What follows belongs to an exercise in optimizing a design on an open flow for small area; a production flow would make more cautious choices.
In this exercise RTL edits were held to simulation tests only and were not proved equivalent to the original.
No activity file was given, so power comes from the tool's default toggle rates.

`design/flow/design.v`:
```
module	square_object	(	
					input		logic	clk,
					input		logic	resetN,
					input 	logic signed	[10:0] pixelX, 
					input 	logic signed	[10:0] pixelY,
					input 	logic signed	[10:0] topLeftX,  
					input 	logic	signed [10:0] topLeftY,    
					output 	logic	[10:0] offsetX, 
					output 	logic	[10:0] offsetY,
					output	logic	drawingRequest,  
					output	logic	[7:0]	 RGBout  
);
parameter  int OBJECT_WIDTH_X = 100;
parameter  int OBJECT_HEIGHT_Y = 100;
parameter  logic [7:0] OBJECT_COLOR = 8'h03 ; 
localparam logic [7:0] TRANSPARENT_ENCODING = 8'hFF ; 
int rightX ;  
int bottomY ;
logic insideBracket ; 
assign rightX	= (topLeftX + OBJECT_WIDTH_X);
assign bottomY	= (topLeftY + OBJECT_HEIGHT_Y);
assign	insideBracket  = 	 ( (pixelX  >= topLeftX) &&  (pixelX < rightX)  
						   && (pixelY  >= topLeftY) &&  (pixelY < bottomY) )  ;  
always_ff@(posedge clk or negedge resetN)
begin
	if(!resetN) begin
		RGBout			<=	8'b0;
		drawingRequest	<=	1'b0;
	end
	else begin 
	      RGBout <= TRANSPARENT_ENCODING ;  
			drawingRequest <= 1'b0 ; 
			offsetX	<= 0;  
			offsetY	<= 0;  
		if (insideBracket)  
		begin 
			RGBout  <= OBJECT_COLOR ;	 
			drawingRequest <= 1'b1 ;
			offsetX	<= (pixelX - topLeftX);  
			offsetY	<= (pixelY - topLeftY);
		end 
	end
end 
endmodule 
module	player_move	(	
					input	logic clk,
					input logic resetN,
					input	logic startOfFrame,       	 
					input	logic up_direction_key,   	 
					input	logic down_direction_key,   
					input	logic left_direction_key,   
					input	logic right_direction_key,  
					input logic column_collision,     
					input logic [1:0] speed_level,	 
					input logic [3:0] HitEdgeCode,
					input logic game_on,
					output logic signed [10:0] topLeftX,  
					output logic signed [10:0] topLeftY   
);
parameter int INITIAL_X = 15;
parameter int INITIAL_Y = 48;
parameter int Speed_default = 64;
localparam int	FIXED_POINT_MULTIPLIER = 64;  
localparam int   OBJECT_WIDTH_X = 32;
localparam int   OBJECT_HIGHT_Y = 32;
localparam int	x_FRAME_LEFT	=	15 * FIXED_POINT_MULTIPLIER; 
localparam int	x_FRAME_RIGHT	=	(623 - OBJECT_WIDTH_X)* FIXED_POINT_MULTIPLIER; 
localparam int	y_FRAME_TOP		=	48 * FIXED_POINT_MULTIPLIER;
localparam int	y_FRAME_BOTTOM	=	(464 - OBJECT_HIGHT_Y ) * FIXED_POINT_MULTIPLIER;  
localparam logic [3:0] TOP =		 4'b0100; 
localparam logic [3:0] RIGHT =   4'b0010; 
localparam logic [3:0] LEFT =	 4'b1000; 
localparam logic [3:0] BOTTOM =  4'b0001; 
enum  logic [2:0] {IDLE_ST,         	 
						 MOVE_ST, 				 
						 START_OF_FRAME_ST, 	 
						 POSITION_CHANGE_ST,  
						 POSITION_LIMITS_ST   
						}  SM_Motion ;
int Xmove;		  
int Ymove;
int Xposition ;  
int Yposition ;
logic [7:0] Speed;
logic [7:0] speed_level_value;        
always_comb
	case (speed_level)
		2'd0: speed_level_value = 8'd64;
		2'd1: speed_level_value = 8'd96;
		2'd2: speed_level_value = 8'd128;
		default: speed_level_value = 8'd64;    
	endcase
logic [3:0] hit_reg_1;
logic [3:0] hit_reg_2;
logic move_flag_up;
logic move_flag_down;
logic move_flag_left;
logic move_flag_right;
logic hit_flag_1;
logic hit_flag_2;
always_ff @(posedge clk or negedge resetN)
begin : fsm_sync_proc
	if (resetN == 1'b0) begin 
		SM_Motion <= IDLE_ST; 
		Xposition <= 0; 
		Yposition <= 0;
		Xmove <= 0;
		Ymove <= 0;
		hit_reg_1 <= 4'b0;
		hit_reg_2 <= 4'b0;
		move_flag_down <= 0;
		move_flag_up <= 0;
		move_flag_left <= 0;
		move_flag_right <= 0;
		hit_flag_1 <= 0;
		hit_flag_2 <= 0;
		Speed <= Speed_default;
	end 	
	else begin
		case(SM_Motion)
			IDLE_ST: begin
				Xposition <= INITIAL_X*FIXED_POINT_MULTIPLIER; 
				Yposition <= INITIAL_Y*FIXED_POINT_MULTIPLIER; 
				if (game_on) 
					SM_Motion <= MOVE_ST ;
			end
			MOVE_ST:  begin      
				if (up_direction_key && move_flag_up == 0) begin
					Ymove <= - Speed;
					move_flag_up <= 1;
					end
				if (down_direction_key && move_flag_down == 0) begin
					Ymove <= Speed;
					move_flag_down <= 1;
					end
				if (left_direction_key && move_flag_left == 0) begin
					Xmove <= - Speed;
					move_flag_left <= 1;
					end
				if (right_direction_key && move_flag_right == 0) begin
					Xmove <= Speed;
					move_flag_right <= 1;
					end
				if (column_collision && hit_flag_1 == 0) begin  
					hit_reg_1 <= HitEdgeCode;
					hit_flag_1 <= 1;
				end
				if (column_collision && hit_flag_1 && !hit_flag_2 && HitEdgeCode != hit_reg_1 && HitEdgeCode != 0) begin  
					hit_reg_2 <= HitEdgeCode;
					hit_flag_2 <= 1;
				end
				if (startOfFrame) begin
					move_flag_down <= 0;
					move_flag_up <= 0;
					move_flag_left <= 0;
					move_flag_right <= 0;
					SM_Motion <= START_OF_FRAME_ST ; 
				end
		end 
			START_OF_FRAME_ST:  begin       
				case (hit_reg_1[3:0])   
					TOP + LEFT: 	 
					begin
						Xposition[10:0] <= 11'b01111000000;
						Yposition[10:0] <= 11'b10000000000;
					end
					TOP + RIGHT:	 
					begin
						Xposition[10:0] <= 11'b01111000000;
						Yposition[10:0] <= 11'b10000000000;
					end
					BOTTOM + LEFT:  
					begin
						Xposition[10:0] <= 11'b01111000000;
						Yposition[10:0] <= 11'b10000000000;
					end
					BOTTOM + LEFT:  
					begin
						Xposition[10:0] <= 11'b01111000000;
						Yposition[10:0] <= 11'b10000000000;
					end
					TOP:  			 
					begin
						Yposition[10:0] <= 11'b10000000000;
					end
					BOTTOM: 			 
					begin
						Yposition[10:0] <= 11'b10000000000;
					end
					RIGHT:   		 
					begin
						Xposition[10:0] <= 11'b01111000000;
					end
					LEFT:				 
					begin
						Xposition[10:0] <= 11'b01111000000;
					end
					default: ; 
			  endcase
			  case (hit_reg_2[3:0])   
					TOP + LEFT: 	 
					begin
						Xposition[10:0] <= 11'b01111000000;
						Yposition[10:0] <= 11'b10000000000;
					end
					TOP + RIGHT:	 
					begin
						Xposition[10:0] <= 11'b01111000000;
						Yposition[10:0] <= 11'b10000000000;
					end
					BOTTOM + LEFT:  
					begin
						Xposition[10:0] <= 11'b01111000000;
						Yposition[10:0] <= 11'b10000000000;
					end
					BOTTOM + LEFT:  
					begin
						Xposition[10:0] <= 11'b01111000000;
						Yposition[10:0] <= 11'b10000000000;
					end
					TOP:  			 
					begin
						Yposition[10:0] <= 11'b10000000000;
					end
					BOTTOM: 			 
					begin
						Yposition[10:0] <= 11'b10000000000;
					end
					RIGHT:   		 
					begin
						Xposition[10:0] <= 11'b01111000000;
					end
					LEFT:				 
					begin
						Xposition[10:0] <= 11'b01111000000;
					end
					default: ; 
			  endcase
			hit_reg_1 <= 4'b0;
			hit_flag_1 <= 0;
			hit_reg_2 <= 4'b0;
			hit_flag_2 <= 0;
			SM_Motion <= POSITION_CHANGE_ST ; 
		end 
			POSITION_CHANGE_ST : begin   
				Xposition <= Xposition + Xmove; 
				Yposition <= Yposition + Ymove;
				Xmove <= 0;
				Ymove <= 0;
				Speed <= speed_level_value;
				SM_Motion <= POSITION_LIMITS_ST ; 
			end
			POSITION_LIMITS_ST : begin   
		if (Xposition < x_FRAME_LEFT) 
						Xposition <= x_FRAME_LEFT ; 
		if (Xposition > x_FRAME_RIGHT)
						Xposition <= x_FRAME_RIGHT ; 
		if (Yposition < y_FRAME_TOP) 
						Yposition <= y_FRAME_TOP ; 
		if (Yposition > y_FRAME_BOTTOM) 
						Yposition <= y_FRAME_BOTTOM ; 
					if (!game_on)
						SM_Motion <= IDLE_ST;
					else
						SM_Motion <= MOVE_ST; 
			end
		endcase   
	end 
end  
assign topLeftX = Xposition / FIXED_POINT_MULTIPLIER ;    
assign topLeftY = Yposition / FIXED_POINT_MULTIPLIER ; 
endmodule	
module	player_hit_SM	(	
			input	logic	clk,
			input	logic	resetN,
			input	logic	player_hit,
			input logic turbo_pulse,
			output logic player_invert,
			output logic player_invulnerable
);
enum  logic [1:0] {IDLE_ST,         	 
						 INVERTED_ST, 			 
						 REGULAR_ST 			 
						}  SM_Player_Hit ;
logic [4:0] count;
always_ff@(posedge clk or negedge resetN)
begin
	if(!resetN)
	begin 
	count <=5'b0;
	SM_Player_Hit <= IDLE_ST;
	player_invert <= 0;
	player_invulnerable <= 0;
	end 
	else begin 
		case(SM_Player_Hit)
			IDLE_ST: begin
				if (player_hit) begin
					SM_Player_Hit <= INVERTED_ST;
					player_invert <= 1;
					player_invulnerable <= 1;
					end
			end
			INVERTED_ST:  begin 
			if (turbo_pulse) begin
				SM_Player_Hit <= REGULAR_ST;
				player_invert <= 0;
				end	
			end 
			REGULAR_ST:  begin 
				if (count == 10) begin				 
					SM_Player_Hit <= IDLE_ST;
					player_invert <= 0;
					player_invulnerable <= 0;
					count <= 0;
					end
				else if (turbo_pulse) begin		 
					SM_Player_Hit <= INVERTED_ST;
					player_invert <= 1;
					count <= count + 1;
					end	
			end
		endcase
	end 
end
endmodule
module	playerBitMap	(	
					input	logic	clk,
					input	logic	resetN,
					input logic	[10:0] offsetX, 
					input logic	[10:0] offsetY,
					input	logic	InsideRectangle,  
					input logic left_key,
					input logic right_key,
					input logic up_key,
					output	logic	drawingRequest,  
					output	logic	[7:0] RGBout,   
				   output   logic	[3:0] HitEdgeCode 
 ) ;
localparam  int OBJECT_NUMBER_OF_Y_BITS = 5;   
localparam  int OBJECT_NUMBER_OF_X_BITS = 5;   
localparam logic [7:0] TRANSPARENT_ENCODING = 8'h00; 
logic [0:2] [0:31] [0:31] [7:0] object_colors;
assign object_colors = {
	{{8'h00,8'h00,8'h00,8'h00,8'h00,8'h00,8'h00,8'h00,8'h00,8'h00,8'h00,8'h00,8'h00,8'h00,8'h00,8'h00,8'h00,8'h00,8'h00,8'h00,8'h00,8'h00,8'h00,8'h00,8'h00,8'h00,8'h00,8'h00,8'h00,8'h00,8'h00,8'h00},
	{8'h00,8'h00,8'h00,8'h00,8'h00,8'h00,8'h00,8'h00,8'h00,8'h00,8'h00,8'h00,8'h00,8'h00,8'h00,8'h00,8'h00,8'h00,8'h00,8'h00,8'h00,8'h00,8'h00,8'h00,8'h00,8'h00,8'h00,8'h00,8'h00,8'h00,8'h00,8'h00},
	{8'h00,8'h00,8'h00,8'h00,8'h00,8'h00,8'h00,8'h00,8'h00,8'h00,8'h00,8'h65,8'h65,8'h65,8'h65,8'h65,8'h65,8'h65,8'h65,8'h65,8'h65,8'h00,8'h00,8'h00,8'h00,8'h00,8'h00,8'h00,8'h00,8'h00,8'h00,8'h00},
	{8'h00,8'h00,8'h00,8'h00,8'h00,8'h00,8'h00,8'h00,8'h00,8'h00,8'h00,8'h65,8'h65,8'h65,8'h65,8'h65,8'h65,8'h65,8'h65,8'h65,8'h65,8'h00,8'h00,8'h00,8'h00,8'h00,8'h00,8'h00,8'h00,8'h00,8'h00,8'h00},
	{8'h00,8'h00,8'h00,8'h00,8'h00,8'h00,8'h00,8'h00,8'h00,8'h65,8'h65,8'had,8'hd1,8'hd1,8'hd1,8'hd1,8'hd1,8'hd1,8'hd1,8'hd1,8'had,8'h65,8'h65,8'h00,8'h00,8'h00,8'h00,8'h00,8'h00,8'h00,8'h00,8'h00},
	{8'h00,8'h00,8'h00,8'h00,8'h00,8'h00,8'h00,8'h00,8'h00,8'h65,8'h65,8'had,8'hd1,8'hd1,8'hd1,8'hd1,8'hd1,8'hd1,8'hd1,8'hd1,8'had,8'h65,8'h65,8'h00,8'h00,8'h00,8'h00,8'h00,8'h00,8'h00,8'h00,8'h00},
	{8'h00,8'h00,8'h00,8'h00,8'h65,8'h65,8'h65,8'h65,8'h65,8'h65,8'h65,8'had,8'hd1,8'hd1,8'hd1,8'hd1,8'hd1,8'hd1,8'hd1,8'hd1,8'had,8'h65,8'h65,8'h65,8'h65,8'h65,8'h65,8'h65,8'h00,8'h00,8'h00,8'h00},
	{8'h00,8'h00,8'h65,8'h65,8'had,8'hd1,8'hd1,8'hd1,8'hd1,8'h46,8'h46,8'h6d,8'h6d,8'h6d,8'h6d,8'h6d,8'h6d,8'h6d,8'h6d,8'h6d,8'h6d,8'h46,8'h46,8'hd1,8'hd1,8'hd1,8'hd1,8'had,8'h65,8'h65,8'h00,8'h00},
	{8'h00,8'h00,8'h65,8'h65,8'had,8'hd1,8'hd1,8'hd1,8'hd1,8'h46,8'h46,8'h6d,8'h6d,8'h6d,8'h6d,8'h6d,8'h6d,8'h6d,8'h6d,8'h6d,8'h6d,8'h46,8'h46,8'hd1,8'hd1,8'hd1,8'hd1,8'had,8'h65,8'h65,8'h00,8'h00},
	{8'h00,8'h00,8'h65,8'h65,8'had,8'had,8'had,8'hd1,8'hd1,8'hd1,8'hd1,8'hd1,8'hd1,8'hd1,8'hd1,8'hd1,8'hd1,8'hd1,8'hd1,8'hd1,8'hd1,8'hd1,8'hd1,8'hd1,8'hd1,8'had,8'had,8'had,8'h65,8'h65,8'h00,8'h00},
	{8'h00,8'h00,8'h65,8'h65,8'had,8'had,8'had,8'hd1,8'hd1,8'hd1,8'hd1,8'hd1,8'hd1,8'hd1,8'hd1,8'hd1,8'hd1,8'hd1,8'hd1,8'hd1,8'hd1,8'hd1,8'hd1,8'hd1,8'hd1,8'had,8'had,8'had,8'h65,8'h65,8'h00,8'h00},
	{8'h00,8'h00,8'h65,8'h65,8'had,8'had,8'had,8'had,8'had,8'h65,8'h65,8'h65,8'h65,8'h65,8'h65,8'h65,8'h65,8'h65,8'h65,8'h65,8'h65,8'h65,8'h65,8'had,8'had,8'had,8'had,8'had,8'h65,8'h65,8'h00,8'h00},
	{8'h00,8'h00,8'h65,8'h65,8'had,8'had,8'had,8'had,8'had,8'h65,8'h65,8'h65,8'h65,8'h65,8'h65,8'h65,8'h65,8'h65,8'h65,8'h65,8'h65,8'h65,8'h65,8'had,8'had,8'had,8'had,8'had,8'h65,8'h65,8'h00,8'h00},
	{8'h00,8'h00,8'h00,8'h00,8'h65,8'had,8'had,8'h65,8'h65,8'hd6,8'hd6,8'hfa,8'hfa,8'hfa,8'hfa,8'hfa,8'hfa,8'hfa,8'hfa,8'hfa,8'hfa,8'hd6,8'hd6,8'h65,8'h65,8'had,8'had,8'h65,8'h00,8'h00,8'h00,8'h00},
	{8'h00,8'h00,8'h00,8'h00,8'h65,8'had,8'had,8'h65,8'h65,8'hd6,8'hd6,8'hfa,8'hfa,8'hfa,8'hfa,8'hfa,8'hfa,8'hfa,8'hfa,8'hfa,8'hfa,8'hd6,8'hd6,8'h65,8'h65,8'had,8'had,8'h65,8'h00,8'h00,8'h00,8'h00},
	{8'h00,8'h00,8'h00,8'h00,8'h00,8'h65,8'h65,8'h65,8'h65,8'hd6,8'hd6,8'hfa,8'h6d,8'h6d,8'hfa,8'hfa,8'hfa,8'hfa,8'h6d,8'h6d,8'hfa,8'hd6,8'hd6,8'h65,8'h65,8'h65,8'h65,8'h00,8'h00,8'h00,8'h00,8'h00},
	{8'h00,8'h00,8'h00,8'h00,8'h00,8'h65,8'h65,8'h65,8'h65,8'hd6,8'hd6,8'hfa,8'h6d,8'h6d,8'hfa,8'hfa,8'hfa,8'hfa,8'h6d,8'h6d,8'hfa,8'hd6,8'hd6,8'h65,8'h65,8'h65,8'h65,8'h00,8'h00,8'h00,8'h00,8'h00},
	{8'h00,8'h00,8'h00,8'h00,8'h00,8'h00,8'h00,8'h65,8'h65,8'hd6,8'hd6,8'hfa,8'h46,8'h46,8'hfa,8'hfa,8'hfa,8'hfa,8'h46,8'h46,8'hfa,8'hd6,8'hd6,8'h65,8'h65,8'h00,8'h00,8'h00,8'h00,8'h00,8'h00,8'h00},
	{8'h00,8'h00,8'h00,8'h00,8'h00,8'h00,8'h00,8'h65,8'h65,8'hd6,8'hd6,8'hfa,8'h46,8'h46,8'hfa,8'hfa,8'hfa,8'hfa,8'h46,8'h46,8'hfa,8'hd6,8'hd6,8'h65,8'h65,8'h00,8'h00,8'h00,8'h00,8'h00,8'h00,8'h00},
	{8'h00,8'h00,8'h00,8'h00,8'h00,8'h00,8'h00,8'h00,8'h00,8'h65,8'h65,8'hd6,8'hfa,8'hfa,8'hfa,8'hfa,8'hfa,8'hfa,8'hfa,8'hfa,8'hd6,8'h65,8'h65,8'h00,8'h00,8'h00,8'h00,8'h00,8'h00,8'h00,8'h00,8'h00},
	{8'h00,8'h00,8'h00,8'h00,8'h00,8'h00,8'h00,8'h00,8'h00,8'h65,8'h65,8'hd6,8'hfa,8'hfa,8'hfa,8'hfa,8'hfa,8'hfa,8'hfa,8'hfa,8'hd6,8'h65,8'h65,8'h00,8'h00,8'h00,8'h00,8'h00,8'h00,8'h00,8'h00,8'h00},
	{8'h00,8'h00,8'h00,8'h00,8'h00,8'h00,8'h00,8'h00,8'h00,8'h65,8'h65,8'had,8'had,8'had,8'had,8'had,8'had,8'had,8'had,8'had,8'had,8'h65,8'h65,8'h00,8'h00,8'h00,8'h00,8'h00,8'h00,8'h00,8'h00,8'h00},
	{8'h00,8'h00,8'h00,8'h00,8'h00,8'h00,8'h00,8'h00,8'h00,8'h65,8'h65,8'had,8'had,8'had,8'had,8'had,8'had,8'had,8'had,8'had,8'had,8'h65,8'h65,8'h00,8'h00,8'h00,8'h00,8'h00,8'h00,8'h00,8'h00,8'h00},
	{8'h00,8'h00,8'h00,8'h00,8'h00,8'h00,8'h00,8'h65,8'h65,8'hc5,8'hc5,8'hed,8'hc5,8'hc5,8'hed,8'hed,8'hed,8'hed,8'hc5,8'hc5,8'hed,8'hc5,8'hc5,8'h65,8'h65,8'h00,8'h00,8'h00,8'h00,8'h00,8'h00,8'h00},
	{8'h00,8'h00,8'h00,8'h00,8'h00,8'h00,8'h00,8'hfa,8'hfa,8'had,8'had,8'had,8'hd1,8'hd1,8'hd1,8'hd1,8'hd1,8'hd1,8'hd1,8'hd1,8'had,8'had,8'had,8'hfa,8'hfa,8'h00,8'h00,8'h00,8'h00,8'h00,8'h00,8'h00},
	{8'h00,8'h00,8'h00,8'h00,8'h00,8'h00,8'h00,8'hfa,8'hfa,8'had,8'had,8'had,8'hd1,8'hd1,8'hd1,8'hd1,8'hd1,8'hd1,8'hd1,8'hd1,8'had,8'had,8'had,8'hfa,8'hfa,8'h00,8'h00,8'h00,8'h00,8'h00,8'h00,8'h00},
	{8'h00,8'h00,8'h00,8'h00,8'h00,8'h00,8'h00,8'h00,8'h00,8'h65,8'h65,8'had,8'had,8'had,8'h65,8'h65,8'h65,8'h65,8'had,8'had,8'had,8'h65,8'h65,8'h00,8'h00,8'h00,8'h00,8'h00,8'h00,8'h00,8'h00,8'h00},
	{8'h00,8'h00,8'h00,8'h00,8'h00,8'h00,8'h00,8'h00,8'h00,8'h65,8'h65,8'had,8'had,8'had,8'h65,8'h65,8'h65,8'h65,8'had,8'had,8'had,8'h65,8'h65,8'h00,8'h00,8'h00,8'h00,8'h00,8'h00,8'h00,8'h00,8'h00},
	{8'h00,8'h00,8'h00,8'h00,8'h00,8'h00,8'h00,8'hb6,8'hb6,8'hb6,8'hb6,8'h65,8'h65,8'h65,8'hb6,8'hb6,8'hb6,8'hb6,8'h65,8'h65,8'h65,8'hb6,8'hb6,8'hb6,8'hb6,8'h00,8'h00,8'h00,8'h00,8'h00,8'h00,8'h00},
	{8'h00,8'h00,8'h00,8'h00,8'h00,8'h00,8'h00,8'hb6,8'hb6,8'hb6,8'hb6,8'h65,8'h65,8'h65,8'hb6,8'hb6,8'hb6,8'hb6,8'h65,8'h65,8'h65,8'hb6,8'hb6,8'hb6,8'hb6,8'h00,8'h00,8'h00,8'h00,8'h00,8'h00,8'h00},
	{8'h00,8'h00,8'h00,8'h00,8'h00,8'h00,8'h00,8'h00,8'h00,8'hb6,8'hb6,8'hb6,8'hb6,8'hb6,8'hb6,8'hb6,8'hb6,8'hb6,8'hb6,8'hb6,8'hb6,8'hb6,8'hb6,8'h00,8'h00,8'h00,8'h00,8'h00,8'h00,8'h00,8'h00,8'h00},
	{8'h00,8'h00,8'h00,8'h00,8'h00,8'h00,8'h00,8'h00,8'h00,8'hb6,8'hb6,8'hb6,8'hb6,8'hb6,8'hb6,8'hb6,8'hb6,8'hb6,8'hb6,8'hb6,8'hb6,8'hb6,8'hb6,8'h00,8'h00,8'h00,8'h00,8'h00,8'h00,8'h00,8'h00,8'h00}},
	{{8'h00,8'h00,8'h00,8'h00,8'h00,8'h00,8'h00,8'h00,8'h00,8'h00,8'h00,8'h00,8'h00,8'h00,8'h00,8'h00,8'h00,8'h00,8'h00,8'h00,8'h00,8'h00,8'h00,8'h00,8'h00,8'h00,8'h00,8'h00,8'h00,8'h00,8'h00,8'h00},
	{8'h00,8'h00,8'h00,8'h00,8'h00,8'h00,8'h00,8'h00,8'h00,8'h00,8'h65,8'h65,8'h65,8'h65,8'h65,8'h65,8'h65,8'h65,8'h65,8'h65,8'h65,8'h65,8'h00,8'h00,8'h00,8'h00,8'h00,8'h00,8'h00,8'h00,8'h00,8'h00},
	{8'h00,8'h00,8'h00,8'h00,8'h00,8'h00,8'h00,8'h00,8'h00,8'h00,8'h65,8'h65,8'h65,8'h65,8'h65,8'h65,8'h65,8'h65,8'h65,8'h65,8'h65,8'h65,8'h00,8'h00,8'h00,8'h00,8'h00,8'h00,8'h00,8'h00,8'h00,8'h00},
	{8'h00,8'h00,8'h00,8'h00,8'h00,8'h00,8'h00,8'h00,8'h00,8'h65,8'hd1,8'hd1,8'hd1,8'hd1,8'hd1,8'hd1,8'hd1,8'hd1,8'hd1,8'hd1,8'hd1,8'hd1,8'h65,8'h00,8'h00,8'h00,8'h00,8'h00,8'h00,8'h00,8'h00,8'h00},
	{8'h00,8'h00,8'h00,8'h00,8'h00,8'h00,8'h00,8'h00,8'h00,8'h65,8'hd1,8'hd1,8'hd1,8'hd1,8'hd1,8'hd1,8'hd1,8'hd1,8'hd1,8'hd1,8'hd1,8'hd1,8'h65,8'h00,8'h00,8'h00,8'h00,8'h00,8'h00,8'h00,8'h00,8'h00},
	{8'h00,8'h00,8'h00,8'h65,8'h65,8'h65,8'h65,8'h65,8'h65,8'h6d,8'hd1,8'hd1,8'hd1,8'hd1,8'hd1,8'hd1,8'hd1,8'hd1,8'hd1,8'hd1,8'hd1,8'hd1,8'h6d,8'h65,8'h65,8'h65,8'h65,8'h65,8'h65,8'h00,8'h00,8'h00},
	{8'h00,8'h00,8'h00,8'h65,8'h65,8'h65,8'h65,8'h65,8'h65,8'h6d,8'hd1,8'hd1,8'hd1,8'hd1,8'hd1,8'hd1,8'hd1,8'hd1,8'hd1,8'hd1,8'hd1,8'hd1,8'h6d,8'h65,8'h65,8'h65,8'h65,8'h65,8'h65,8'h00,8'h00,8'h00},
	{8'h00,8'h65,8'h65,8'had,8'had,8'hd1,8'hd1,8'hd1,8'hd1,8'hd1,8'h6d,8'h6d,8'h6d,8'h6d,8'h6d,8'h6d,8'h6d,8'h6d,8'h6d,8'h6d,8'h6d,8'h6d,8'hd1,8'hd1,8'hd1,8'hd1,8'hd1,8'had,8'had,8'h65,8'h65,8'h00},
	{8'h00,8'h65,8'h65,8'had,8'had,8'hd1,8'hd1,8'hd1,8'hd1,8'hd1,8'h6d,8'h6d,8'h6d,8'h6d,8'h6d,8'h6d,8'h6d,8'h6d,8'h6d,8'h6d,8'h6d,8'h6d,8'hd1,8'hd1,8'hd1,8'hd1,8'hd1,8'had,8'had,8'h65,8'h65,8'h00},
	{8'h00,8'h65,8'h65,8'had,8'had,8'had,8'had,8'had,8'had,8'hd1,8'hd1,8'hd1,8'hd1,8'hd1,8'hd1,8'hd1,8'hd1,8'hd1,8'hd1,8'hd1,8'hd1,8'hd1,8'hd1,8'had,8'had,8'had,8'had,8'had,8'had,8'h65,8'h65,8'h00},
	{8'h00,8'h65,8'h65,8'had,8'had,8'had,8'had,8'had,8'had,8'hd1,8'hd1,8'hd1,8'hd1,8'hd1,8'hd1,8'hd1,8'hd1,8'hd1,8'hd1,8'hd1,8'hd1,8'hd1,8'hd1,8'had,8'had,8'had,8'had,8'had,8'had,8'h65,8'h65,8'h00},
	{8'h00,8'h00,8'h00,8'h65,8'h65,8'h65,8'h65,8'h65,8'h65,8'h65,8'h65,8'h65,8'h65,8'h65,8'h65,8'h65,8'h65,8'h65,8'h65,8'h65,8'h65,8'h65,8'h65,8'h65,8'h65,8'h65,8'h65,8'h65,8'h65,8'h00,8'h00,8'h00},
	{8'h00,8'h00,8'h00,8'h65,8'h65,8'h65,8'h65,8'h65,8'h65,8'h65,8'h65,8'h65,8'h65,8'h65,8'h65,8'h65,8'h65,8'h65,8'h65,8'h65,8'h65,8'h65,8'h65,8'h65,8'h65,8'h65,8'h65,8'h65,8'h65,8'h00,8'h00,8'h00},
	{8'h00,8'h00,8'h00,8'h00,8'h00,8'h00,8'h00,8'h00,8'h00,8'h65,8'hfa,8'hfa,8'hfa,8'hfa,8'hfa,8'hfa,8'hfa,8'hfa,8'hd6,8'hd6,8'hd6,8'hd6,8'h65,8'h00,8'h00,8'h00,8'h00,8'h00,8'h00,8'h00,8'h00,8'h00},
	{8'h00,8'h00,8'h00,8'h00,8'h00,8'h00,8'h00,8'h00,8'h00,8'h65,8'hfa,8'hfa,8'hfa,8'hfa,8'hfa,8'hfa,8'hfa,8'hfa,8'hd6,8'hd6,8'hd6,8'hd6,8'h65,8'h00,8'h00,8'h00,8'h00,8'h00,8'h00,8'h00,8'h00,8'h00},
	{8'h00,8'h00,8'h00,8'h00,8'h00,8'h00,8'h00,8'h00,8'h00,8'h65,8'hfa,8'hfa,8'h6d,8'h6d,8'hfa,8'hfa,8'hfa,8'hfa,8'hd6,8'hd6,8'hd6,8'hd6,8'h65,8'h00,8'h00,8'h00,8'h00,8'h00,8'h00,8'h00,8'h00,8'h00},
	{8'h00,8'h00,8'h00,8'h00,8'h00,8'h00,8'h00,8'h00,8'h00,8'h65,8'hfa,8'hfa,8'h6d,8'h6d,8'hfa,8'hfa,8'hfa,8'hfa,8'hd6,8'hd6,8'hd6,8'hd6,8'h65,8'h00,8'h00,8'h00,8'h00,8'h00,8'h00,8'h00,8'h00,8'h00},
	{8'h00,8'h00,8'h00,8'h00,8'h00,8'h00,8'h00,8'h00,8'h00,8'h65,8'hfa,8'hfa,8'h6d,8'h6d,8'hfa,8'hfa,8'hfa,8'hfa,8'hd6,8'hd6,8'hd6,8'hd6,8'h65,8'h00,8'h00,8'h00,8'h00,8'h00,8'h00,8'h00,8'h00,8'h00},
	{8'h00,8'h00,8'h00,8'h00,8'h00,8'h00,8'h00,8'h00,8'h00,8'h65,8'hfa,8'hfa,8'hfa,8'hfa,8'hfa,8'hfa,8'hd6,8'hd6,8'hd6,8'hd6,8'h65,8'h65,8'h00,8'h00,8'h00,8'h00,8'h00,8'h00,8'h00,8'h00,8'h00,8'h00},
	{8'h00,8'h00,8'h00,8'h00,8'h00,8'h00,8'h00,8'h00,8'h00,8'h65,8'hfa,8'hfa,8'hfa,8'hfa,8'hfa,8'hfa,8'hd6,8'hd6,8'hd6,8'hd6,8'h65,8'h65,8'h00,8'h00,8'h00,8'h00,8'h00,8'h00,8'h00,8'h00,8'h00,8'h00},
	{8'h00,8'h00,8'h00,8'h00,8'h00,8'h00,8'h00,8'h00,8'h00,8'h00,8'h65,8'h65,8'had,8'had,8'had,8'had,8'had,8'had,8'had,8'had,8'h65,8'h65,8'h00,8'h00,8'h00,8'h00,8'h00,8'h00,8'h00,8'h00,8'h00,8'h00},
	{8'h00,8'h00,8'h00,8'h00,8'h00,8'h00,8'h00,8'h00,8'h00,8'h00,8'h65,8'h65,8'had,8'had,8'had,8'had,8'had,8'had,8'had,8'had,8'h65,8'h65,8'h00,8'h00,8'h00,8'h00,8'h00,8'h00,8'h00,8'h00,8'h00,8'h00},
	{8'h00,8'h00,8'h00,8'h00,8'h00,8'h00,8'h00,8'h00,8'h00,8'h65,8'hed,8'hed,8'hc5,8'hc5,8'hed,8'hed,8'hed,8'hed,8'hc5,8'hc5,8'hed,8'hed,8'h65,8'h00,8'h00,8'h00,8'h00,8'h00,8'h00,8'h00,8'h00,8'h00},
	{8'h00,8'h00,8'h00,8'h00,8'h00,8'h00,8'h00,8'h00,8'h00,8'h65,8'hed,8'hed,8'hc5,8'hc5,8'hed,8'hed,8'hed,8'hed,8'hc5,8'hc5,8'hed,8'hed,8'h65,8'h00,8'h00,8'h00,8'h00,8'h00,8'h00,8'h00,8'h00,8'h00},
	{8'h00,8'h00,8'h00,8'h00,8'h00,8'h00,8'h00,8'h00,8'h00,8'h65,8'had,8'had,8'had,8'had,8'hfa,8'hfa,8'had,8'had,8'had,8'had,8'had,8'had,8'h65,8'h00,8'h00,8'h00,8'h00,8'h00,8'h00,8'h00,8'h00,8'h00},
	{8'h00,8'h00,8'h00,8'h00,8'h00,8'h00,8'h00,8'h00,8'h00,8'h65,8'had,8'had,8'had,8'had,8'hfa,8'hfa,8'had,8'had,8'had,8'had,8'had,8'had,8'h65,8'h00,8'h00,8'h00,8'h00,8'h00,8'h00,8'h00,8'h00,8'h00},
	{8'h00,8'h00,8'h00,8'h00,8'h00,8'h00,8'h00,8'h00,8'h00,8'h00,8'h65,8'h65,8'had,8'had,8'had,8'had,8'had,8'had,8'had,8'had,8'h65,8'h65,8'h00,8'h00,8'h00,8'h00,8'h00,8'h00,8'h00,8'h00,8'h00,8'h00},
	{8'h00,8'h00,8'h00,8'h00,8'h00,8'h00,8'h00,8'h00,8'h00,8'h00,8'h65,8'h65,8'had,8'had,8'had,8'had,8'had,8'had,8'had,8'had,8'h65,8'h65,8'h00,8'h00,8'h00,8'h00,8'h00,8'h00,8'h00,8'h00,8'h00,8'h00},
	{8'h00,8'h00,8'h00,8'h00,8'h00,8'h00,8'h00,8'h00,8'h00,8'hb6,8'hb6,8'hb6,8'h65,8'h65,8'h65,8'h65,8'h65,8'h65,8'h65,8'h65,8'hb6,8'hb6,8'hb6,8'h00,8'h00,8'h00,8'h00,8'h00,8'h00,8'h00,8'h00,8'h00},
	{8'h00,8'h00,8'h00,8'h00,8'h00,8'h00,8'h00,8'h00,8'h00,8'hb6,8'hb6,8'hb6,8'h65,8'h65,8'h65,8'h65,8'h65,8'h65,8'h65,8'h65,8'hb6,8'hb6,8'hb6,8'h00,8'h00,8'h00,8'h00,8'h00,8'h00,8'h00,8'h00,8'h00},
	{8'h00,8'h00,8'h00,8'h00,8'h00,8'h00,8'h00,8'h00,8'h00,8'h00,8'hb6,8'hb6,8'hb6,8'hb6,8'hb6,8'hb6,8'hb6,8'hb6,8'hb6,8'hb6,8'hb6,8'hb6,8'h00,8'h00,8'h00,8'h00,8'h00,8'h00,8'h00,8'h00,8'h00,8'h00},
	{8'h00,8'h00,8'h00,8'h00,8'h00,8'h00,8'h00,8'h00,8'h00,8'h00,8'hb6,8'hb6,8'hb6,8'hb6,8'hb6,8'hb6,8'hb6,8'hb6,8'hb6,8'hb6,8'hb6,8'hb6,8'h00,8'h00,8'h00,8'h00,8'h00,8'h00,8'h00,8'h00,8'h00,8'h00}},
	{{8'h00,8'h00,8'h00,8'h00,8'h00,8'h00,8'h00,8'h00,8'h00,8'h00,8'h00,8'h00,8'h00,8'h00,8'h00,8'h00,8'h00,8'h00,8'h00,8'h00,8'h00,8'h00,8'h00,8'h00,8'h00,8'h00,8'h00,8'h00,8'h00,8'h00,8'h00,8'h00},
	{8'h00,8'h00,8'h00,8'h00,8'h00,8'h00,8'h00,8'h00,8'h00,8'h00,8'h00,8'h65,8'h65,8'h65,8'h65,8'h65,8'h65,8'h65,8'h65,8'h65,8'h65,8'h65,8'h00,8'h00,8'h00,8'h00,8'h00,8'h00,8'h00,8'h00,8'h00,8'h00},
	{8'h00,8'h00,8'h00,8'h00,8'h00,8'h00,8'h00,8'h00,8'h00,8'h00,8'h00,8'h65,8'h65,8'h65,8'h65,8'h65,8'h65,8'h65,8'h65,8'h65,8'h65,8'h65,8'h00,8'h00,8'h00,8'h00,8'h00,8'h00,8'h00,8'h00,8'h00,8'h00},
	{8'h00,8'h00,8'h00,8'h00,8'h00,8'h00,8'h00,8'h00,8'h00,8'h65,8'h65,8'had,8'had,8'hd1,8'hd1,8'hd1,8'hd1,8'hd1,8'hd1,8'hd1,8'had,8'had,8'h65,8'h65,8'h00,8'h00,8'h00,8'h00,8'h00,8'h00,8'h00,8'h00},
	{8'h00,8'h00,8'h00,8'h00,8'h00,8'h00,8'h00,8'h00,8'h00,8'h65,8'h65,8'had,8'had,8'hd1,8'hd1,8'hd1,8'hd1,8'hd1,8'hd1,8'hd1,8'had,8'had,8'h65,8'h65,8'h00,8'h00,8'h00,8'h00,8'h00,8'h00,8'h00,8'h00},
	{8'h00,8'h00,8'h00,8'h65,8'h65,8'h65,8'h65,8'h65,8'h65,8'h65,8'h65,8'had,8'had,8'hd1,8'hd1,8'hd1,8'hd1,8'hd1,8'hd1,8'hd1,8'had,8'had,8'h65,8'h65,8'h65,8'h65,8'h65,8'h65,8'h65,8'h65,8'h00,8'h00},
	{8'h00,8'h00,8'h00,8'h65,8'h65,8'h65,8'h65,8'h65,8'h65,8'h65,8'h65,8'had,8'had,8'hd1,8'hd1,8'hd1,8'hd1,8'hd1,8'hd1,8'hd1,8'had,8'had,8'h65,8'h65,8'h65,8'h65,8'h65,8'h65,8'h65,8'h65,8'h00,8'h00},
	{8'h00,8'h65,8'h65,8'had,8'had,8'hd1,8'hd1,8'hd1,8'hd1,8'h6d,8'h6d,8'had,8'had,8'hd1,8'hd1,8'hd1,8'hd1,8'hd1,8'hd1,8'hd1,8'had,8'had,8'h6d,8'h6d,8'hd1,8'hd1,8'hd1,8'hd1,8'had,8'had,8'h65,8'h65},
	{8'h00,8'h65,8'h65,8'had,8'had,8'hd1,8'hd1,8'hd1,8'hd1,8'h6d,8'h6d,8'had,8'had,8'hd1,8'hd1,8'hd1,8'hd1,8'hd1,8'hd1,8'hd1,8'had,8'had,8'h6d,8'h6d,8'hd1,8'hd1,8'hd1,8'hd1,8'had,8'had,8'h65,8'h65},
	{8'h00,8'h65,8'h65,8'had,8'had,8'had,8'had,8'hd1,8'hd1,8'hd1,8'hd1,8'h6d,8'h6d,8'h6d,8'h6d,8'h6d,8'h6d,8'h6d,8'h6d,8'h6d,8'h6d,8'h6d,8'hd1,8'hd1,8'hd1,8'hd1,8'had,8'had,8'had,8'had,8'h65,8'h65},
	{8'h00,8'h65,8'h65,8'had,8'had,8'had,8'had,8'hd1,8'hd1,8'hd1,8'hd1,8'h6d,8'h6d,8'h6d,8'h6d,8'h6d,8'h6d,8'h6d,8'h6d,8'h6d,8'h6d,8'h6d,8'hd1,8'hd1,8'hd1,8'hd1,8'had,8'had,8'had,8'had,8'h65,8'h65},
	{8'h00,8'h65,8'h65,8'had,8'had,8'had,8'had,8'had,8'had,8'hd1,8'hd1,8'hd1,8'hd1,8'hd1,8'hd1,8'hd1,8'hd1,8'hd1,8'hd1,8'hd1,8'hd1,8'hd1,8'hd1,8'hd1,8'had,8'had,8'had,8'had,8'had,8'had,8'h65,8'h65},
	{8'h00,8'h65,8'h65,8'had,8'had,8'had,8'had,8'had,8'had,8'hd1,8'hd1,8'hd1,8'hd1,8'hd1,8'hd1,8'hd1,8'hd1,8'hd1,8'hd1,8'hd1,8'hd1,8'hd1,8'hd1,8'hd1,8'had,8'had,8'had,8'had,8'had,8'had,8'h65,8'h65},
	{8'h00,8'h00,8'h00,8'h65,8'h65,8'had,8'had,8'had,8'had,8'had,8'had,8'had,8'had,8'had,8'had,8'had,8'had,8'had,8'had,8'had,8'had,8'had,8'had,8'had,8'had,8'had,8'had,8'had,8'h65,8'h65,8'h00,8'h00},
	{8'h00,8'h00,8'h00,8'h65,8'h65,8'had,8'had,8'had,8'had,8'had,8'had,8'had,8'had,8'had,8'had,8'had,8'had,8'had,8'had,8'had,8'had,8'had,8'had,8'had,8'had,8'had,8'had,8'had,8'h65,8'h65,8'h00,8'h00},
	{8'h00,8'h00,8'h00,8'h00,8'h00,8'h65,8'h65,8'h65,8'h65,8'had,8'had,8'had,8'had,8'had,8'had,8'had,8'had,8'had,8'had,8'had,8'had,8'had,8'had,8'had,8'h65,8'h65,8'h65,8'h65,8'h00,8'h00,8'h00,8'h00},
	{8'h00,8'h00,8'h00,8'h00,8'h00,8'h65,8'h65,8'h65,8'h65,8'had,8'had,8'had,8'had,8'had,8'had,8'had,8'had,8'had,8'had,8'had,8'had,8'had,8'had,8'had,8'h65,8'h65,8'h65,8'h65,8'h00,8'h00,8'h00,8'h00},
	{8'h00,8'h00,8'h00,8'h00,8'h00,8'h00,8'h00,8'h65,8'h65,8'h65,8'h65,8'h65,8'h65,8'h65,8'h65,8'h65,8'h65,8'h65,8'h65,8'h65,8'h65,8'h65,8'h65,8'h65,8'h65,8'h65,8'h00,8'h00,8'h00,8'h00,8'h00,8'h00},
	{8'h00,8'h00,8'h00,8'h00,8'h00,8'h00,8'h00,8'h65,8'h65,8'h65,8'h65,8'h65,8'h65,8'h65,8'h65,8'h65,8'h65,8'h65,8'h65,8'h65,8'h65,8'h65,8'h65,8'h65,8'h65,8'h65,8'h00,8'h00,8'h00,8'h00,8'h00,8'h00},
	{8'h00,8'h00,8'h00,8'h00,8'h00,8'h00,8'h00,8'h00,8'h00,8'h65,8'h65,8'hd6,8'hd6,8'hd6,8'hd6,8'hd6,8'hd6,8'hd6,8'hd6,8'hd6,8'hd6,8'hd6,8'h65,8'h65,8'h00,8'h00,8'h00,8'h00,8'h00,8'h00,8'h00,8'h00},
	{8'h00,8'h00,8'h00,8'h00,8'h00,8'h00,8'h00,8'h00,8'h00,8'h65,8'h65,8'hd6,8'hd6,8'hd6,8'hd6,8'hd6,8'hd6,8'hd6,8'hd6,8'hd6,8'hd6,8'hd6,8'h65,8'h65,8'h00,8'h00,8'h00,8'h00,8'h00,8'h00,8'h00,8'h00},
	{8'h00,8'h00,8'h00,8'h00,8'h00,8'h00,8'h00,8'h00,8'h00,8'h65,8'h65,8'had,8'had,8'had,8'had,8'had,8'had,8'had,8'had,8'had,8'had,8'had,8'h65,8'h65,8'h00,8'h00,8'h00,8'h00,8'h00,8'h00,8'h00,8'h00},
	{8'h00,8'h00,8'h00,8'h00,8'h00,8'h00,8'h00,8'h65,8'h65,8'hc5,8'hc5,8'hed,8'hed,8'hed,8'hed,8'hed,8'hed,8'hed,8'hed,8'hed,8'hed,8'hed,8'hc5,8'hc5,8'h65,8'h65,8'h00,8'h00,8'h00,8'h00,8'h00,8'h00},
	{8'h00,8'h00,8'h00,8'h00,8'h00,8'h00,8'h00,8'h65,8'h65,8'hc5,8'hc5,8'hed,8'hed,8'hed,8'hed,8'hed,8'hed,8'hed,8'hed,8'hed,8'hed,8'hed,8'hc5,8'hc5,8'h65,8'h65,8'h00,8'h00,8'h00,8'h00,8'h00,8'h00},
	{8'h00,8'h00,8'h00,8'h00,8'h00,8'h00,8'h00,8'hfa,8'hfa,8'had,8'had,8'had,8'had,8'had,8'had,8'had,8'had,8'had,8'had,8'had,8'had,8'had,8'had,8'had,8'hfa,8'hfa,8'h00,8'h00,8'h00,8'h00,8'h00,8'h00},
	{8'h00,8'h00,8'h00,8'h00,8'h00,8'h00,8'h00,8'hfa,8'hfa,8'had,8'had,8'had,8'had,8'had,8'had,8'had,8'had,8'had,8'had,8'had,8'had,8'had,8'had,8'had,8'hfa,8'hfa,8'h00,8'h00,8'h00,8'h00,8'h00,8'h00},
	{8'h00,8'h00,8'h00,8'h00,8'h00,8'h00,8'h00,8'hda,8'hda,8'h65,8'h65,8'had,8'had,8'had,8'h65,8'h65,8'h65,8'h65,8'h65,8'had,8'had,8'had,8'h65,8'h65,8'hda,8'hda,8'h00,8'h00,8'h00,8'h00,8'h00,8'h00},
	{8'h00,8'h00,8'h00,8'h00,8'h00,8'h00,8'h00,8'hda,8'hda,8'h65,8'h65,8'had,8'had,8'had,8'h65,8'h65,8'h65,8'h65,8'h65,8'had,8'had,8'had,8'h65,8'h65,8'hda,8'hda,8'h00,8'h00,8'h00,8'h00,8'h00,8'h00},
	{8'h00,8'h00,8'h00,8'h00,8'h00,8'h00,8'h00,8'hda,8'hda,8'hda,8'hda,8'h65,8'h65,8'h65,8'hda,8'hda,8'hda,8'hda,8'hda,8'h65,8'h65,8'h65,8'hda,8'hda,8'hda,8'hda,8'h00,8'h00,8'h00,8'h00,8'h00,8'h00},
	{8'h00,8'h00,8'h00,8'h00,8'h00,8'h00,8'h00,8'hda,8'hda,8'hda,8'hda,8'h65,8'h65,8'h65,8'hda,8'hda,8'hda,8'hda,8'hda,8'h65,8'h65,8'h65,8'hda,8'hda,8'hda,8'hda,8'h00,8'h00,8'h00,8'h00,8'h00,8'h00},
	{8'h00,8'h00,8'h00,8'h00,8'h00,8'h00,8'h00,8'h00,8'h00,8'hda,8'hda,8'hda,8'hda,8'hda,8'hda,8'hda,8'hda,8'hda,8'hda,8'hda,8'hda,8'hda,8'hda,8'hda,8'h00,8'h00,8'h00,8'h00,8'h00,8'h00,8'h00,8'h00},
	{8'h00,8'h00,8'h00,8'h00,8'h00,8'h00,8'h00,8'h00,8'h00,8'hda,8'hda,8'hda,8'hda,8'hda,8'hda,8'hda,8'hda,8'hda,8'hda,8'hda,8'hda,8'hda,8'hda,8'hda,8'h00,8'h00,8'h00,8'h00,8'h00,8'h00,8'h00,8'h00}}
	};
logic [0:7] [0:7] [3:0] hit_colors;
assign hit_colors =
			{32'hc4444446,
			 32'h8c444462,
			 32'h88c44622,
			 32'h888c6222,
			 32'h99993333,
			 32'h99911333,
			 32'h99111133,
			 32'h91111113};
logic [8191:0] sprite0, sprite1, sprite2;
logic [255:0]  hit_colors_flat;
logic [9:0]    pix_index;
logic [9:0]    pix_index_mirror;
logic [5:0]    hit_index;
assign sprite0 = object_colors[0];
assign sprite1 = object_colors[1];
assign sprite2 = object_colors[2];
assign hit_colors_flat  = hit_colors;
assign pix_index        = {offsetY[4:0], offsetX[4:0]};
assign pix_index_mirror = {offsetY[4:0], 5'd31 - offsetX[4:0]};
assign hit_index        = {offsetY[4:2], offsetX[4:2]};
always_ff@(posedge clk or negedge resetN)
begin
	if(!resetN) begin
		RGBout <=	8'h00;
		HitEdgeCode <= 3'h0;
	end
	else begin
		RGBout <= TRANSPARENT_ENCODING ;  
		HitEdgeCode <= 3'h0;
		if (InsideRectangle == 1'b1 ) 
		begin  
			if (left_key)
				RGBout <= sprite1[{~pix_index, 3'b000} +: 8];
			else if (right_key)
				RGBout <= sprite1[{~pix_index_mirror, 3'b000} +: 8];
			else if (up_key)
				RGBout <= sprite2[{~pix_index, 3'b000} +: 8];
			else
				RGBout <= sprite0[{~pix_index, 3'b000} +: 8];
			HitEdgeCode <= hit_colors_flat[{~hit_index, 2'b00} +: 4];	 
		end  	
	end
end
always_comb 
begin
	drawingRequest = (RGBout != TRANSPARENT_ENCODING ) ? 1'b1 : 1'b0 ;  
end   
endmodule
module	player_invert	(		
					input logic	[7:0] RGBin, 
					input logic invert_player,
					output logic	[7:0] RGBout   
 ) ;
parameter logic [7:0] TRANSPARENT_ENCODING = 8'h00; 
always_comb 
begin
	if (RGBin != TRANSPARENT_ENCODING && invert_player)    
		RGBout = 8'hff;
	else
		RGBout = RGBin;
end   
endmodule
module	color_changer	(	
					input logic	[7:0] RGBin, 
					input logic enable,
					output logic	[7:0] RGBout   
 ) ;
parameter logic [7:0] CHANGE_FROM1 = 8'h00; 
parameter logic [7:0] CHANGE_TO1 = 8'h00; 
parameter logic [7:0] CHANGE_FROM2 = 8'h00; 
parameter logic [7:0] CHANGE_TO2 = 8'h00; 
parameter logic [7:0] CHANGE_FROM3 = 8'h00; 
parameter logic [7:0] CHANGE_TO3 = 8'h00; 
always_comb 
begin
	if (enable && CHANGE_FROM1 == RGBin)
		RGBout = CHANGE_TO1;
	else if (enable && CHANGE_FROM2 == RGBin)
		RGBout = CHANGE_TO2;
	else if (enable && CHANGE_FROM3 == RGBin)
		RGBout = CHANGE_TO3;
	else
		RGBout = RGBin;
end   
endmodule
module Player_Block_T (
    input  logic        clk,
    input  logic        resetN,
    input  logic [10:0] pixelX,
    input  logic [10:0] pixelY,
    input  logic        startOfFrame,
    input  logic        up_key,
    input  logic        down_key,
    input  logic        left_key,
    input  logic        right_key,
    input  logic        column_collision,
    input  logic [1:0]  speed_level,
    input  logic        mode_sel,
    input  logic        game_on,
    input  logic        player_hit,
    input  logic        turbo_pulse,
    output logic [10:0] player_topLeftX,
    output logic [10:0] player_topLeftY,
    output logic        playerDR,
    output logic [7:0]  playerRGB,
    output logic        player_invulnerable
);
logic [10:0] offsetX;
logic [10:0] offsetY;
logic        playerRecDR;
logic [7:0]  square_RGB;
logic [3:0]  HitEdgeCode;
logic [7:0]  bitmap_RGB;
logic [7:0]  changed_RGB;
logic        invert_player;
player_move #(
    .INITIAL_X(15),
    .INITIAL_Y(48),
    .Speed_default(64)
) inst (
    .clk(clk),
    .resetN(resetN),
    .startOfFrame(startOfFrame),
    .up_direction_key(up_key),
    .down_direction_key(down_key),
    .left_direction_key(left_key),
    .right_direction_key(right_key),
    .column_collision(column_collision),
    .speed_level(speed_level),
    .HitEdgeCode(HitEdgeCode),
    .game_on(game_on),
    .topLeftX(player_topLeftX),
    .topLeftY(player_topLeftY)
);
square_object #(
    .OBJECT_WIDTH_X(32),
    .OBJECT_HEIGHT_Y(32),
    .OBJECT_COLOR(8'b00011100)
) inst6 (
    .clk(clk),
    .resetN(resetN),
    .pixelX(pixelX),
    .pixelY(pixelY),
    .topLeftX(player_topLeftX),
    .topLeftY(player_topLeftY),
    .offsetX(offsetX),
    .offsetY(offsetY),
    .drawingRequest(playerRecDR),
    .RGBout(square_RGB)
);
playerBitMap inst4 (
    .clk(clk),
    .resetN(resetN),
    .offsetX(offsetX),
    .offsetY(offsetY),
    .InsideRectangle(playerRecDR),
    .left_key(left_key),
    .right_key(right_key),
    .up_key(up_key),
    .drawingRequest(playerDR),
    .RGBout(bitmap_RGB),
    .HitEdgeCode(HitEdgeCode)
);
color_changer #(
    .CHANGE_FROM1(8'd101),
    .CHANGE_TO1(8'd196),
    .CHANGE_FROM2(8'd173),
    .CHANGE_TO2(8'd228),
    .CHANGE_FROM3(8'd209),
    .CHANGE_TO3(8'd202)
) inst1 (
    .RGBin(bitmap_RGB),
    .enable(mode_sel),
    .RGBout(changed_RGB)
);
player_invert #(
    .TRANSPARENT_ENCODING(8'h00)
) inst5 (
    .invert_player(invert_player),
    .RGBin(changed_RGB),
    .RGBout(playerRGB)
);
player_hit_SM inst2 (
    .clk(clk),
    .resetN(resetN),
    .player_hit(player_hit),
    .turbo_pulse(turbo_pulse),
    .player_invert(invert_player),
    .player_invulnerable(player_invulnerable)
);
endmodule
```
`design/flow/constraint.sdc`:
```
create_clock -name core_clock -period 10.0 [get_ports {clk}]
set_input_delay 2.0000 -clock core_clock [delete_from_list [all_inputs] [get_ports {clk}]]
set_output_delay 2.0000 -clock core_clock [all_outputs]
set_load 0.01 [all_outputs]
```
`design/flow/config.mk`:
```
export PLATFORM = sky130hd
export DESIGN_NAME = Player_Block_T
export DESIGN_NICKNAME = Player_Block_T
export VERILOG_FILES = /design/flow/design.v
export SDC_FILE = /design/flow/constraint.sdc
export NUM_CORES = 8
export LEC_CHECK = 0
export CAP_MARGIN = 20
export CORE_MARGIN = 2
export CORE_UTILIZATION = 40
export SLEW_MARGIN = 20
```
`design/flow/run.sh`:
```
#!/bin/bash
# synth_recipe.tcl (not shown) runs the flow's synth.tcl, then flattens the netlist and writes it again
# the make line also repeats each setting of config.mk as NAME=value (left out here)
make -C /OpenROAD-flow-scripts/flow DESIGN_CONFIG=/design/flow/config.mk WORK_HOME=/design/flow/orfs CLKGATE_MAP_FILE= SYNTH_SCRIPT=/design/flow/synth_recipe.tcl finish
```
==> results.txt <==
-- cell families (layout without fill, tap and decap cells) --
group                    Yosys count  in the layout  synth area share
flip-flops                       115            115             0.198
AO/OA/AOI/OAI                    780            780             0.342
XOR/XNOR                          86             86            0.0514
AND/OR/NAND/NOR                  654            654             0.213
buffers and inverters            220            209            0.0694
multiplexers                      26             26            0.0187
adder cells (fa/ha/maj)          125            125             0.107
-- stage by stage --
step	setup WS, ns	power, mW	area (sq um)
floorplan	5.00	2.49	14800
global placement	4.03	3.19	15600
detailed placement	3.88	3.21	15600
CTS	4.01	3.82	16100
global route	3.91	4.15	16100
finish	4.03	3.85	16100
-- routing by layer --
| layer | share of wire | track usage | wire (um) | vias to the layer above |
|---|---|---|---|---|
| li1 | - | - | - | 7439 |
| met1 | 0.41 | 0.405 | 24400 | 7631 |
| met2 | 0.45 | 0.492 | 27200 | 936 |
| met3 | 0.089 | 0.0623 | 5350 | 196 |
| met4 | 0.055 | 0.176 | 3310 | 0 |
| met5 | 0 | 0 | 0 | - |
-- flip-flops by register name (all words and copies together) (netlist names), 2 cells and up --
register / count
inst.hit_reg_1: 4
inst.SM_Motion: 3
inst.Xmove: 5
inst2.SM_Player_Hit: 2
inst.Xposition: 27
inst.hit_reg_2: 4
inst2.count: 5
inst.Ymove: 5
inst6.offsetY: 5
inst.Yposition: 27
inst6.offsetX: 5
inst4.RGBout: 8
inst.Speed: 3
inst4.HitEdgeCode: 4
-- area by class of cell --
class                      count  area [sq um]  share of cell area
clock buffer                  20           447              0.0277
inverter                      83           312              0.0193
clock inverter                12           109             0.00675
tap                          468           586              0.0363
sequential                   115          2930               0.182
multi-input combinational   1671         10900               0.674
timing repair buffer          94           871              0.0540
-- worst reg2reg max path: cells and delay by family, from the launching register on --
family,cells,cell delay [ns]
AOI/OAI and AO/OA,7,2.08
adders and majority gates,1,0.35
buffers and inverters,3,1.77
DFF,1,0.32
-- worst max-delay path by stage --
stage	end	slack (ns)	cells after the start	from
after floorplan	playerRGB[6]	5.00	6	mode_sel
after global placement	inst4.RGBout[5]$_DFF_PN0_	4.03	13	up_key
after detailed placement	inst4.RGBout[5]$_DFF_PN0_	3.88	13	up_key
after CTS	playerRGB[7]	4.01	8	mode_sel
after global routing	playerRGB[7]	3.91	8	mode_sel
final	playerRGB[7]	4.03	8	mode_sel
-- cell usage in the layout, fill, tap and decap left out, types with 10 or more instances in the layout --
| cell type | n |
|---|---|
| sky130_fd_sc_hd__a31oi_1 | 31 |
| sky130_fd_sc_hd__nand3_1 | 65 |
| sky130_fd_sc_hd__nand2b_1 | 27 |
| sky130_fd_sc_hd__xnor2_1 | 43 |
| sky130_fd_sc_hd__ha_1 | 119 |
| sky130_fd_sc_hd__clkbuf_16 | 17 |
| sky130_fd_sc_hd__or2_2 | 11 |
| sky130_fd_sc_hd__inv_1 | 79 |
| sky130_fd_sc_hd__dfrtp_1 | 104 |
| sky130_fd_sc_hd__a211oi_1 | 28 |
| sky130_fd_sc_hd__clkdlybuf4s50_1 | 66 |
| sky130_fd_sc_hd__nor2_1 | 152 |
| sky130_fd_sc_hd__a22oi_1 | 13 |
| sky130_fd_sc_hd__a311oi_1 | 13 |
| sky130_fd_sc_hd__and2_1 | 11 |
| sky130_fd_sc_hd__nand4_1 | 11 |
| sky130_fd_sc_hd__buf_4 | 28 |
| sky130_fd_sc_hd__edfxtp_1 | 10 |
| sky130_fd_sc_hd__nand2_1 | 205 |
| sky130_fd_sc_hd__o221ai_1 | 12 |
| sky130_fd_sc_hd__and3_1 | 17 |
| sky130_fd_sc_hd__o21ai_0 | 175 |
| sky130_fd_sc_hd__nor4_1 | 17 |
| sky130_fd_sc_hd__a21o_1 | 47 |
| sky130_fd_sc_hd__o211ai_1 | 33 |
| sky130_fd_sc_hd__nor3_1 | 49 |
| sky130_fd_sc_hd__o22ai_1 | 26 |
| sky130_fd_sc_hd__nor2b_1 | 25 |
| sky130_fd_sc_hd__nand3b_1 | 10 |
| sky130_fd_sc_hd__o21ai_1 | 25 |
| sky130_fd_sc_hd__a21oi_1 | 197 |
| sky130_fd_sc_hd__or3_1 | 10 |
| sky130_fd_sc_hd__mux2i_1 | 22 |
| sky130_fd_sc_hd__xor2_1 | 41 |
| sky130_fd_sc_hd__a22o_1 | 10 |
| sky130_fd_sc_hd__o31ai_1 | 33 |
-- power by group through the flow --
stage | Clock, mW | Sequential, mW | Combinational (mW)
2_1_floorplan | 0 | 0.721 | 1.77
3_3_place_gp | 0 | 0.798 | 2.39
3_5_place_dp | 0 | 0.800 | 2.41
4_1_cts | 0.606 | 0.794 | 2.42
5_1_grt | 0.626 | 0.815 | 2.71
6_report | 0.590 | 0.797 | 2.46
==> results.txt <==
Critical path:
- The critical path goes through clkdlybuf4s50_1 > nand3_1 > o21ai_0 > nand3_1 > nand2_1 > nand2_1 > or2_2 > clkdlybuf4s50_1.
- The cell class contributing the biggest share of worst-path delay is buffers and inverters.
- The worst register-to-register path begins at inst6.offsetX[1]$_SDFFCE_PN0P_.
- The critical path contains buffers and inverters numbering 2 combined.
- The largest single stage delay on the critical path is between 0.4 and 0.5 ns.
- The worst setup path is captured at an output port.
- For this design, the slowest cell found on the critical path is sky130_fd_sc_hd__clkdlybuf4s50_1.
- The critical path required time is roughly 8 ns.
- STA puts the critical path data arrival time at about 4.0 ns.
- Along the worst path, the maximum fanout reaches 7.
- The worst reg-to-reg path cell count is 11.
- The critical path is of the input pin to output port type.
- The setup check on the worst reg-to-reg path leaves a slack of roughly 5.4 ns.
- The worst register-to-register path ends at inst4.RGBout[6]$_DFF_PN0_.
- The worst setup path is launched from an input pin.

Outcome:
- The flow ran to the end and the layout has no timing, DRC or antenna violations.

Pwr:
- VDD sags by at most 0.127 mV.
- The internal portion of the total power is approximately 1.9 mW.
- For this design the total switching power over the nets is roughly 2 mW.
- Of the total power, the share spent switching nets is 0.508.
- Of the total power, combinational logic draws 0.640.
- The total power divided by cell area is roughly 240 nW/um^2.
- For this design the static power due to leakage is 6.86 nW.
- The part of the power in the clock network is 0.153.
- The share of total power dissipated in sequential elements is 0.207.

Clocking:
- The maximum clock path buffer count is 2.
- The TritonCTS clock tree is yes.
- In this run, CTS created clock tree buffers numbering 17.
- The maximum level of the CTS H-tree is 4.
- The clock input transition at the sequential cells of the worst setup and hold paths is around 0.06 ns.
- The number of cells upsized or downsized after cts is 0.
- The number of buffers inserted for hold repair after clock tree synthesis is 0.
- The tree built by TritonCTS fans out to 115 sinks.
- The number of buffers inserted to repair setup after CTS is 0.
- The later pin in the worst-skew pair is clocked with a latency of 0.44 ns.
- The clock root buffer is sky130_fd_sc_hd__clkbuf_16.

STA:
- The transition at the pin with the smallest max-transition slack is ~1.2 ns.
- For the finished layout, the period the worst path requires is 5.97 ns.
- Setup violations remaining at the end of the flow were counted as 0.
- Adding up every negative setup slack in the final design gives 0 ns.
- Timing would allow up to 168 MHz.
- The final cycle utilization of the critical path is 0.597.
- The worst setup skew after layout is 0.0134 ns.
- Headroom to the max-slew limit came out at 0.190.
- Setup repair after global routing left no endpoint under its margin.
- Hold is met by between 0.4 and 0.5 ns.
- The max-slew violation total from the final report came to 0.
- The total count of hold-check failures in the final report is 0.

Global route:
- The number of antenna violations at the first check in global routing is 0.
- The number of global-route vias before repair was 15,677.
- The remaining global-route overflow is 0.
- The wire length of the first global-routing pass is about 94,000 um.
- Entering global routing, the biggest net connects 85 pins.
- In the global route stage, overall resource usage came out at 0.314.

Min path:
- In this run the most critical hold path is launched from inst2.count[4]$_DFFE_PN0P_.
- For hold timing, the worst endpoint is inst2.count[4]$_DFFE_PN0P_.
- The min-delay analysis places its worst path in the category flop to flop.
- The cell depth of the worst min-delay path is 1.

Finish:
- The fraction of layout cells with a size suffix above 1 is 0.0602.
- The count of inserted antenna diode cells is 0.
- The layout-stage area growth over the synthesis result is 8.95%.
- The final design utilization is 0.442.
- Counting the fill cells in the layout gives 3,751.
- The count of placed standard cells in the final layout, fillers left out is between 2,000 and 2,500.
- The count of nets after finishing is about 2,100.

Job:
- The number of maximum-capacitance violations is 0.

Yosys:
- The synthesized flop and latch total is between 100 and 150.
- The number of unique standard cell types used by synthesis is around 110.
- The synthesized area divided by synthesized cell count is 7.38 sq um.
- During synthesis, Yosys emitted a total of 6 warnings.
- Counting instances in the post-synthesis netlist gives the leading cell types as sky130_fd_sc_hd__nand2_1 (206), sky130_fd_sc_hd__a21oi_1 (197), sky130_fd_sc_hd__o21ai_0 (176), sky130_fd_sc_hd__nor2_1 (152), sky130_fd_sc_hd__ha_1 (119).
- The primary flip-flop cell chosen by synthesis mapping is sky130_fd_sc_hd__dfrtp_1.
- The count of flip-flops with a built-in enable after synthesis is 10.
- Ranked by total cell area, the synthesized netlist is headed by sky130_fd_sc_hd__dfrtp_1 (18%), sky130_fd_sc_hd__ha_1 (10%), sky130_fd_sc_hd__a21oi_1 (6.7%).
- The share of the synthesized area in the top cell type is 0.176.
- sky130_fd_sc_hd__dfrtp_1 takes more of the synthesized area than any other cell.
- The sequential-to-total area share from yosys stat is 0.198.
- When the netlist entered floorplanning its net count stood at about 2,200.
- The post-synthesis cell area is 14,800 sq um.
- The number of cells produced by synthesis is between 2,000 and 2,500.
- The proportion of synthesized flip-flops having asynchronous set or reset is 0.913.
- sky130_fd_sc_hd__nand2_1 is the most common cell in the netlist.

Route:
- The via total after detailed routing is around 16,000.
- In this run, the number of DRC markers left after iteration 0 of detailed routing was 2,278.
- The length of the first detailed-routing pass in iterations is 6.
- After detailed routing, the number of remaining DRC violations is 0.
- Wires add up to between 60,000 and 70,000 um.
- The detailed-route wire length per cell is roughly 24 um.
- The detail route stage leaves a number of antenna-violating nets equal to 0.
- In the routed layout, each cell is associated on average with a via count of roughly 6.6.

Placement:
- The quantity of I/O buffers inserted on ports is 67.
- The half-perimeter wire length after placement is roughly 43,000 um.
- At the end of routability-driven placement, the weighted congestion stood at about 1.1.
- The instance count after placement with tap cells included is 2,431.

Floorplanning:
- The overall die area is about 39,000 sq um.
- The effective utilization at floorplan is 0.405.
- Measured along the y axis, the die boundary spans a little under 200 um.
- The core area is roughly 37,000 sq um.
- The die is 196 um wide.
- The floorplan row count is 70.
- Pin placement for this block handled 68 I/O pins.

-- separate check: timing with driven ports --
The flow's constraints put no driver on any port. The routed layout listed below was extracted and timed again, unchanged, in two steps.
Step 1: set_driving_cell puts a clkbuf_16 on clk and a buf_2 on each other input, an assumption about the parent block.
Step 2 adds t to the input delays and takes it off the output delays; t is the mean of the earliest and latest rising clock arrival at the registers after step 1. Input paths then give back, and output paths get back, about the clock's delay inside the block.
a / b / c = ideal ports / drivers / drivers and shift; a / b = the first two.
t, ns: 0.488
setup slack, ns: 4.032 / 4.005 / 3.754
worst hold slack (ns): 0.481 / 0.481 / 0.481
worst setup path at the end: input to register
latest minus earliest clock arrival (ns): 0.013 / 0.013
After both steps this run still meets setup and hold. For this run, drivers alone change the setup slack by -0.027 ns; drivers and shift together by -0.278 ns.
